This design comes from an exercise in tuning for small area on the open sky130 flow, not from production work.
Where RTL was checked, it was by simulation tests only, not by an equivalence proof against the original.
No activity file was given, so power comes from the tool's default toggle rates.

violet:
==> flow/design.v (excerpt) <==
module bf8b (
    input rst,
    input clk,
    input rx,
    input [31:0] data_in,
    output [31:0] data_out,
    output [29:0] addr,
    output [3:0] wes,
    output tx
);
==> flow/config.mk <==
export PLATFORM = sky130hd
export DESIGN_NAME = bf8b
export DESIGN_NICKNAME = bf8b
export VERILOG_FILES = /design/flow/design.v
export SDC_FILE = /design/flow/constraint.sdc
export NUM_CORES = 8
export LEC_CHECK = 0
export CAP_MARGIN = 20
export CORE_MARGIN = 2
export CORE_UTILIZATION = 50
export CTS_CLUSTER_DIAMETER = 40
export CTS_CLUSTER_SIZE = 25
export SLEW_MARGIN = 20
==> flow/constraint.sdc <==
create_clock -name core_clock -period 14.0 [get_ports {clk}]
set_input_delay 2.8000 -clock core_clock [delete_from_list [all_inputs] [get_ports {clk}]]
set_output_delay 2.8000 -clock core_clock [all_outputs]
set_load 0.01 [all_outputs]
run.sh (not shown) runs the stock make flow with config.mk's settings and CLKGATE_MAP_FILE= SYNTH_SCRIPT=/design/flow/synth_recipe.tcl, a recipe that flattens the netlist after the stock synthesis.
Inputs modified between violet and amber:
- a change of CORE_UTILIZATION from 50 to 35
- a change of CTS_CLUSTER_SIZE from 25 to 24
- a change of CTS_CLUSTER_DIAMETER from 40 to 100
Findings:
Across amber and violet, none had a timing, DRC or antenna violation.
Against violet, amber comes in about 44% higher on standard cell core area.
Higher share of power burned in combinational logic among amber and violet: amber
Est. power | amber vs violet | amber lower
Between violet and amber, the final worst setup slack does not differ in any meaningful way.
Diff amber..violet | share of the clock period used by the worst path after layout | negligible
Re buffer count excluding the clock tree in the final layout: amber and violet aren't equal, and the higher value belongs to amber.
Status: wire length of the first global-routing pass parity (violet, amber)
The inputs of sierra differ from those of amber as listed below.
- swapping 100 for 40 in CTS_CLUSTER_DIAMETER
- swapping 24 for 30 in CTS_CLUSTER_SIZE
==> summary.txt <==
Relative to amber, fraction of area in registers decreased by 2.9 points in sierra. Looking only at final cell count, and setting everything else aside, the higher value of sierra and amber goes to sierra. The fraction of final layout cells sized beyond drive strength 1 of sierra is higher than that of amber. Maximum level of the CTS H-tree: sierra > amber. Relative to amber, post-route minimum period decreased by 0.029 ns in sierra. Taking amber as the reference, in sierra via count climbed about 2%; share of cell area taken by multi-input logic gates dropped 1.9 points; number of clock-tree buffers in the layout climbed 84; layout-stage area growth over the synthesis result climbed 6.5 points; cell area power density climbed 24 nW/µm². Hold slack in sierra is 0.015 ns higher than in amber.
No functional check of the RTL was part of any run of this note.


## job 1628
bf8b, a different RTL version from the one above (not shown whole).
For scale: ~3700 cells after synthesis, ~1300 flip-flops, about 100 I/O pins, ~0.041 mm2 of cells after synthesis.
==> flow/config.mk <==
export PLATFORM = sky130hd
export DESIGN_NAME = bf8b
export DESIGN_NICKNAME = bf8b
export VERILOG_FILES = /design/flow/design.v
export SDC_FILE = /design/flow/constraint.sdc
export NUM_CORES = 8
export LEC_CHECK = 0
export CAP_MARGIN = 20
export CORE_MARGIN = 2
export CORE_UTILIZATION = 60
export SLEW_MARGIN = 20
==> flow/constraint.sdc <==
create_clock -name core_clock -period 14.0 [get_ports {clk}]
set_input_delay 2.8000 -clock core_clock [delete_from_list [all_inputs] [get_ports {clk}]]
set_output_delay 2.8000 -clock core_clock [all_outputs]
set_load 0.01 [all_outputs]
standard.sh (not shown) runs the stock make flow with config.mk's settings and CLKGATE_MAP_FILE= SYNTH_SCRIPT=/design/flow/synth_recipe.tcl, a recipe that flattens the netlist after the stock synthesis.
==> flow/flow/run.sh <==
#!/bin/bash
# The standard layout, with three of its steps tuned for area:
#  - synthesis maps the logic with an area-oriented ABC script (flow/abc_area.script)
#    instead of ORFS's delay-oriented one; everything else in the synthesis is the
#    standard one (synth_recipe.tcl), so the registers are the same;
#  - ports are buffered with buf_1 rather than the resizer's default delay cell;
#  - clock-tree sinks are clustered in larger groups.
set -euo pipefail
here=$(pwd)
{
  echo "proc abc {args} {"
  echo "  set i [lsearch -exact \$args -script]"
  echo "  if {\$i >= 0} { lset args [expr {\$i + 1}] $here/flow/abc_area.script }"
  echo "  yosys abc {*}\$args"
  echo "}"
  cat synth_recipe.tcl
} > area_synth.tcl
sed "s#SYNTH_SCRIPT=[^ ]*#SYNTH_SCRIPT=$here/area_synth.tcl#" standard.sh > area_standard.sh
export BUFFER_PORTS_ARGS="-buffer_cell sky130_fd_sc_hd__buf_1"
export CTS_ARGS="-sink_clustering_enable -repair_clock_nets -buf_list sky130_fd_sc_hd__clkbuf_8 -sink_clustering_size 16 -sink_clustering_max_diameter 60 -dont_use_dummy_load"
bash area_standard.sh > standard.log 2>&1
==> flow/flow/abc_area.script <==
&get -n
&st
&syn2
&dch
&nf -R 1000
&put
Job 1628: all stages complete, timing, DRC and antenna checks passed
For job 7015, these inputs were changed with respect to job 1628:
- CORE_UTILIZATION changed from 60 to 50
-- flow/flow/run.sh --
<<< job 1628, line 20
export CTS_ARGS="-sink_clustering_enable -repair_clock_nets -buf_list sky130_fd_sc_hd__clkbuf_8 -sink_clustering_size 16 -sink_clustering_max_diameter 60 -dont_use_dummy_load"
>>> job 7015, line 20
export CTS_ARGS="-sink_clustering_enable -repair_clock_nets -buf_list {sky130_fd_sc_hd__clkbuf_4 sky130_fd_sc_hd__clkbuf_8} -sink_clustering_size 10 -sink_clustering_max_diameter 40 -dont_use_dummy_load"
--- outcome ---
- Job 7015 went all the way through synthesis, placement and routing and the layout is clean on timing, DRC and antenna.
- Re layout cell share with drive strength beyond 1: job 7015 is 1.5 points up on job 1628.
- data_in[22] as the beginning of the critical path was reported by job 7015, and data_in[20] by job 1628.
- Of job 7015 and job 1628, the run reporting the higher worst setup slack was job 7015.
- Job 7015 vs. job 1628: post-layout total power shows an increase of about 8%; cell count picked up an extra about 5%; final non-filler cell area up 0.0012 mm2; initial antenna violation count shrank by 2.
- Re adder-cell area share of the yosys netlist: no difference whatsoever between job 7015 and job 1628.
- Relative to job 1628, global-route track usage on met2 has gone down in job 7015.
- Multi-input gate count came out exactly the same in job 7015 and job 1628.
#### Input delta (job 4561 over job 7015)
- a change of CORE_UTILIZATION from 50 to 35
-- flow/flow/run.sh --
<<< job 7015, line 6
#  - ports are buffered with buf_1 rather than the resizer's default delay cell;
>>> job 4561, line 6
#  - ports are buffered with buf_2 rather than the resizer's default delay cell;
<<< job 7015, line 19
export BUFFER_PORTS_ARGS="-buffer_cell sky130_fd_sc_hd__buf_1"
export CTS_ARGS="-sink_clustering_enable -repair_clock_nets -buf_list {sky130_fd_sc_hd__clkbuf_4 sky130_fd_sc_hd__clkbuf_8} -sink_clustering_size 10 -sink_clustering_max_diameter 40 -dont_use_dummy_load"
>>> job 4561, line 19
export BUFFER_PORTS_ARGS="-buffer_cell sky130_fd_sc_hd__buf_2"
export CTS_ARGS="-sink_clustering_enable -repair_clock_nets -sink_clustering_size 24 -sink_clustering_max_diameter 100 -dont_use_dummy_load"
Results
Changes observed in job 4561 relative to job 7015: worst supply voltage drop on vdd down about 3%; number of logic stages on the critical path including buffering up 5; power after layout down 4.4%.
Cell area delta (job 4561 -> job 7015): insignificant
Delta (job 4561 minus job 7015): final critical-path required period now sits higher, clock network fraction of design power now sits lower, register-to-register slack now sits higher.
Input changes introduced in job 8529 (baseline for comparison: job 4561):
- setting GPL_TIMING_DRIVEN to 0 for the first time
- changing CORE_UTILIZATION from 35 to 55
-- flow/flow/run.sh --
<<< job 4561, line 6
#  - ports are buffered with buf_2 rather than the resizer's default delay cell;
>>> job 8529, line 6
#  - ports are buffered with buf_1 rather than the resizer's default delay cell;
<<< job 4561, line 19
export BUFFER_PORTS_ARGS="-buffer_cell sky130_fd_sc_hd__buf_2"
export CTS_ARGS="-sink_clustering_enable -repair_clock_nets -sink_clustering_size 24 -sink_clustering_max_diameter 100 -dont_use_dummy_load"
>>> job 8529, line 19
export BUFFER_PORTS_ARGS="-buffer_cell sky130_fd_sc_hd__buf_1"
export CTS_ARGS="-sink_clustering_enable -repair_clock_nets -buf_list sky130_fd_sc_hd__clkbuf_8 -sink_clustering_size 16 -sink_clustering_max_diameter 60 -dont_use_dummy_load"
[summary]
NOTE standard cell area after detailed placement job 4561->job 8529 decreased slightly. Changes observed in job 8529 relative to job 4561: core utilization up 22 points, critical path's largest stage delay up 0.31 ns, final critical-path setup slack down 0.82 ns, count of clock-buffer cells in the layout up about 50%. Job 8529 vs job 4561, critical path capture point: addr[9] vs addr[29].
[inputs] job 5323 vs job 8529
- GPL_TIMING_DRIVEN no longer set, was 0
- SLEW_MARGIN now 0, was 20
- CAP_MARGIN now 0, was 20
--- outcome ---
- | sequential share of layout area | job 5323 vs job 8529 | 0.97 points higher |
- Against job 8529, job 5323 reports a global-route usage that is higher.
- In job 5323 the power turned out 0.051 mW lower than in job 8529.
- Changes observed in job 5323 relative to job 8529: final worst setup slack rose by 0.42 ns; cell count after placement stayed essentially flat.


Another version of the RTL of bf8b (not shown whole).
Size: roughly 3800 cells after synthesis, about 1300 flip-flops, about 0.041 sq mm of cells after synthesis.
==> flow/design.v (excerpt) <==
module bf8b (
    input rst,
    input clk,
    input rx,
    input [31:0] data_in,
    output [31:0] data_out,
    output [29:0] addr,
    output [3:0] wes,
    output tx
);
clock: 14.0 ns
lec_check: 0
cap_margin: 20
core_margin: 2
core_utilization: 35
slew_margin: 20
==> flow/flow/run.sh <==
#!/bin/bash
# The standard layout, with three of its steps tuned for area:
#  - synthesis maps the logic with an area-oriented ABC script (flow/abc_area.script)
#    instead of ORFS's delay-oriented one; everything else in the synthesis is the
#    standard one (synth_recipe.tcl), so the registers are the same;
#  - ports are buffered with buf_2 rather than the resizer's default delay cell;
#  - clock-tree sinks are clustered in larger groups.
set -euo pipefail
here=$(pwd)
{
  echo "proc abc {args} {"
  echo "  set i [lsearch -exact \$args -script]"
  echo "  if {\$i >= 0} { lset args [expr {\$i + 1}] $here/flow/abc_area.script }"
  echo "  yosys abc {*}\$args"
  echo "}"
  cat synth_recipe.tcl
} > area_synth.tcl
sed "s#SYNTH_SCRIPT=[^ ]*#SYNTH_SCRIPT=$here/area_synth.tcl#" standard.sh > area_standard.sh
export BUFFER_PORTS_ARGS="-buffer_cell sky130_fd_sc_hd__buf_2"
export CTS_ARGS="-sink_clustering_enable -repair_clock_nets -sink_clustering_size 28 -sink_clustering_max_diameter 120"
bash area_standard.sh > standard.log 2>&1
==> flow/flow/abc_area.script <==
&get -n
&st
&dch
&nf -R 1000
&put
The first run reached the layout checks and failed them: setup timing.
Next try:
==> flow/flow/abc_area.script (replaced) <==
&get -n
&st
&dch
&nf -R 1000
&st
&syn2
&if -g -K 6
&synch2
&nf -R 1000
&st
&syn2
&if -g -K 6
&synch2
&nf -R 1000
&st
&syn2
&if -g -K 6
&synch2
&nf -R 1000
&st
&syn2
&if -g -K 6
&synch2
&nf -R 1000
&st
&syn2
&if -g -K 6
&synch2
&nf -R 1000
&put
buffer -c
topo
stime -c
upsize -c
dnsize -c
With this change the flow passed the timing, design-rule and antenna checks.
Global-route usage climbs by 4.7 points.
Hold slack is better by 0.027 ns.
Wire length is higher by 31%.
Cell area rose by 0.84%.
Setup slack is better by 1.0 ns.
Critical path depth fell by 14.
Function was not checked in any run of this note: the RTL went through the layout flow alone.


RTL: one of the versions met above, not the one the previous note started from.
Size in the first run: about 4,100 cells after synthesis, about 1,300 flip-flops, ~100 I/O pins, about 45,000 sq um of cells after synthesis.
export LEC_CHECK = 0
export CAP_MARGIN = 20
export CORE_MARGIN = 2
export CORE_UTILIZATION = 35
export CTS_CLUSTER_DIAMETER = 90
export CTS_CLUSTER_SIZE = 35
export SLEW_MARGIN = 20
create_clock -name core_clock -period 14.0 [get_ports {clk}]
run.sh (not shown) runs the stock make flow with config.mk's settings and CLKGATE_MAP_FILE= SYNTH_SCRIPT=/design/flow/synth_recipe.tcl, a recipe that flattens the netlist after the stock synthesis.
Stock flow here: none of the scripts above is used.
The starting point ran to the end with no violations.
Next try:
CTS_CLUSTER_DIAMETER = 60   (was 90)
CTS_CLUSTER_SIZE = 25   (was 35)
=>
- first-iteration DRC count rose by a few percent
- count of clock-buffer cells in the layout rose by 41
- sequential power barely changes
- total power increases by roughly a tenth
- die area stays the same
Next try:
CTS_CLUSTER_DIAMETER = 80   (was 60)
CTS_CLUSTER_SIZE = 20   (was 25)
The new run produced a clean layout; fmax stays flat; worst setup slack gets worse by 0.012 ns; power decreases by 2.9%; core utilization decreases by 0.30 points; wire length stays flat; design area decreases by 0.75%; die area is unchanged; first-iteration DRC count increases by 2.2%; clock power decreases by 8.0%; via count decreases by 0.45%.
Next try:
CTS_CLUSTER_DIAMETER = 120   (was 80)
CTS_CLUSTER_SIZE = 28   (was 20)
=>
- The changed run finished clean
- design area went down by 1.5%
- wire length went down by 0.34%
- hold slack is worse by 0.0052 ns
- register-to-register slack loses 0.03 ns
No functional check of the RTL was part of any run of this note.


Another version of the RTL of bf8b (not shown whole).
Size in the first run: roughly 1,300 flip-flops.
==> flow/config.mk <==
export PLATFORM = sky130hd
export DESIGN_NAME = bf8b
export DESIGN_NICKNAME = bf8b
export VERILOG_FILES = /design/flow/design.v
export SDC_FILE = /design/flow/constraint.sdc
export NUM_CORES = 8
export LEC_CHECK = 0
export CAP_MARGIN = 20
export CORE_MARGIN = 2
export CORE_UTILIZATION = 50
export SLEW_MARGIN = 20
==> flow/constraint.sdc <==
create_clock -name core_clock -period 14.0 [get_ports {clk}]
set_input_delay 2.8000 -clock core_clock [delete_from_list [all_inputs] [get_ports {clk}]]
set_output_delay 2.8000 -clock core_clock [all_outputs]
set_load 0.01 [all_outputs]
standard.sh (not shown) runs the stock make flow with config.mk's settings and CLKGATE_MAP_FILE= SYNTH_SCRIPT=/design/flow/synth_recipe.tcl, a recipe that flattens the netlist after the stock synthesis.
==> flow/flow/run.sh <==
#!/bin/bash
# The standard layout, with three of its steps tuned for area:
#  - synthesis maps the logic with an area-oriented ABC script (flow/abc_area.script)
#    instead of ORFS's delay-oriented one; everything else in the synthesis is the
#    standard one (synth_recipe.tcl), so the registers are the same;
#  - ports are buffered with buf_1 rather than the resizer's default delay cell;
#  - clock-tree sinks are clustered in larger groups.
set -euo pipefail
here=$(pwd)
{
  echo "proc abc {args} {"
  echo "  set i [lsearch -exact \$args -script]"
  echo "  if {\$i >= 0} { lset args [expr {\$i + 1}] $here/flow/abc_area.script }"
  echo "  yosys abc {*}\$args"
  echo "}"
  cat synth_recipe.tcl
} > area_synth.tcl
sed "s#SYNTH_SCRIPT=[^ ]*#SYNTH_SCRIPT=$here/area_synth.tcl#" standard.sh > area_standard.sh
export BUFFER_PORTS_ARGS="-buffer_cell sky130_fd_sc_hd__buf_1"
export CTS_ARGS="-sink_clustering_enable -repair_clock_nets -buf_list sky130_fd_sc_hd__clkbuf_4 -sink_clustering_buffer sky130_fd_sc_hd__clkbuf_8 -sink_clustering_size 16 -sink_clustering_max_diameter 60 -dont_use_dummy_load"
bash area_standard.sh > standard.log 2>&1
==> flow/flow/abc_area.script <==
&get -n
&st
&syn2
&dch
&nf -R 1000
&put
Edit:
- CORE_UTILIZATION: 50 -> 40
- GPL_ROUTABILITY_DRIVEN: not set -> 0
Outcome: Via count increases by 2.1%. Fmax stays flat. First-iteration DRC count increases by 30%.
Edit:
--- a/flow/flow/run.sh
+++ b/flow/flow/run.sh
@@ -19,3 +19,3 @@
 export BUFFER_PORTS_ARGS="-buffer_cell sky130_fd_sc_hd__buf_1"
-export CTS_ARGS="-sink_clustering_enable -repair_clock_nets -buf_list sky130_fd_sc_hd__clkbuf_4 -sink_clustering_buffer sky130_fd_sc_hd__clkbuf_8 -sink_clustering_size 16 -sink_clustering_max_diameter 60 -dont_use_dummy_load"
+export CTS_ARGS="-sink_clustering_enable -repair_clock_nets -buf_list {sky130_fd_sc_hd__clkbuf_4 sky130_fd_sc_hd__clkbuf_8} -sink_clustering_buffer sky130_fd_sc_hd__clkbuf_8 -sink_clustering_size 16 -sink_clustering_max_diameter 60 -dont_use_dummy_load"
 bash area_standard.sh > standard.log 2>&1
- CORE_UTILIZATION: 40 -> 50
- GPL_ROUTABILITY_DRIVEN: 0 -> not set
Hold slack improves by 0.051 ns.
Global-route usage increases by 8.4 points.
Clock-buffer cell count goes down by 1.
Utilization came out higher by 11 points.
Die area falls by about a fifth.
Edit:
--- a/flow/flow/run.sh
+++ b/flow/flow/run.sh
@@ -19,3 +19,3 @@
 export BUFFER_PORTS_ARGS="-buffer_cell sky130_fd_sc_hd__buf_1"
-export CTS_ARGS="-sink_clustering_enable -repair_clock_nets -buf_list {sky130_fd_sc_hd__clkbuf_4 sky130_fd_sc_hd__clkbuf_8} -sink_clustering_buffer sky130_fd_sc_hd__clkbuf_8 -sink_clustering_size 16 -sink_clustering_max_diameter 60 -dont_use_dummy_load"
+export CTS_ARGS="-sink_clustering_enable -repair_clock_nets -buf_list sky130_fd_sc_hd__clkbuf_8 -sink_clustering_size 16 -sink_clustering_max_diameter 60 -dont_use_dummy_load"
 bash area_standard.sh > standard.log 2>&1
=>
- The changed run ran to the end with no violations
- utilization stays the same
- hold slack stays the same
- routed wire length is unchanged
- count of clock-buffer cells in the layout is unchanged
- maximum frequency is unchanged

==> port drivers added, routing unchanged <==
The results above use ideal ports. As a check the final layouts listed here were re-extracted and re-timed, cells and wires unchanged. Step 1 sets driving cells, clkbuf_16 on the clock port and buf_2 on the other inputs (assumed; they add their load-dependent delay and slew). Step 2 also shifts input and output timing later by t, the mid clock arrival at the registers, as if the neighbouring blocks saw the same clock. Slacks: ideal ports / drivers / drivers and shift; pairs: ideal ports / drivers.
run	t (ns)	slack for setup (ns)	worst slew at a driven data input, ns	pins driven straight from the clock port
violet	0.788	0.221 / 0.183 / 0.183	0.17	1
amber	0.766	0.223 / 0.192 / 0.192	0.18	1
sierra	0.821	0.252 / 0.221 / 0.221	0.17	1
job 1628	0.801	0.898 / 0.869 / 0.869	0.14	1
job 7015	0.831	1.366 / 1.345 / 1.345	0.09	1
job 4561	0.703	1.260 / 1.235 / 1.235	0.18	1
job 8529	0.790	0.441 / 0.394 / 0.394	0.09	1
job 5323	0.776	0.857 / 0.826 / 0.826	0.09	1
the first run of note 3	0.741	-0.123 / -0.152 / -0.152	0.09	1
the second run of note 3	0.746	0.905 / 0.879 / 0.879	0.17	1
the first run of note 4	0.769	0.206 / 0.182 / 0.181	0.18	1
the second run of note 4	0.775	0.258 / 0.228 / 0.228	0.18	1
the third run of note 4	0.750	0.246 / 0.216 / 0.216	0.17	1
the fourth run of note 4	0.768	0.210 / 0.186 / 0.186	0.18	1
the first run of note 5	0.974	0.765 / 0.745 / 0.745	0.06	1
the second run of note 5	1.028	0.793 / 0.772 / 0.772	0.10	1
the third run of note 5	0.764	0.638 / 0.618 / 0.618	0.06	1
the fourth run of note 5	0.764	0.638 / 0.618 / 0.618	0.06	1
The setup slack of job 8529, which loses most, moves by -0.047 ns with the drivers and by -0.047 ns with both steps.
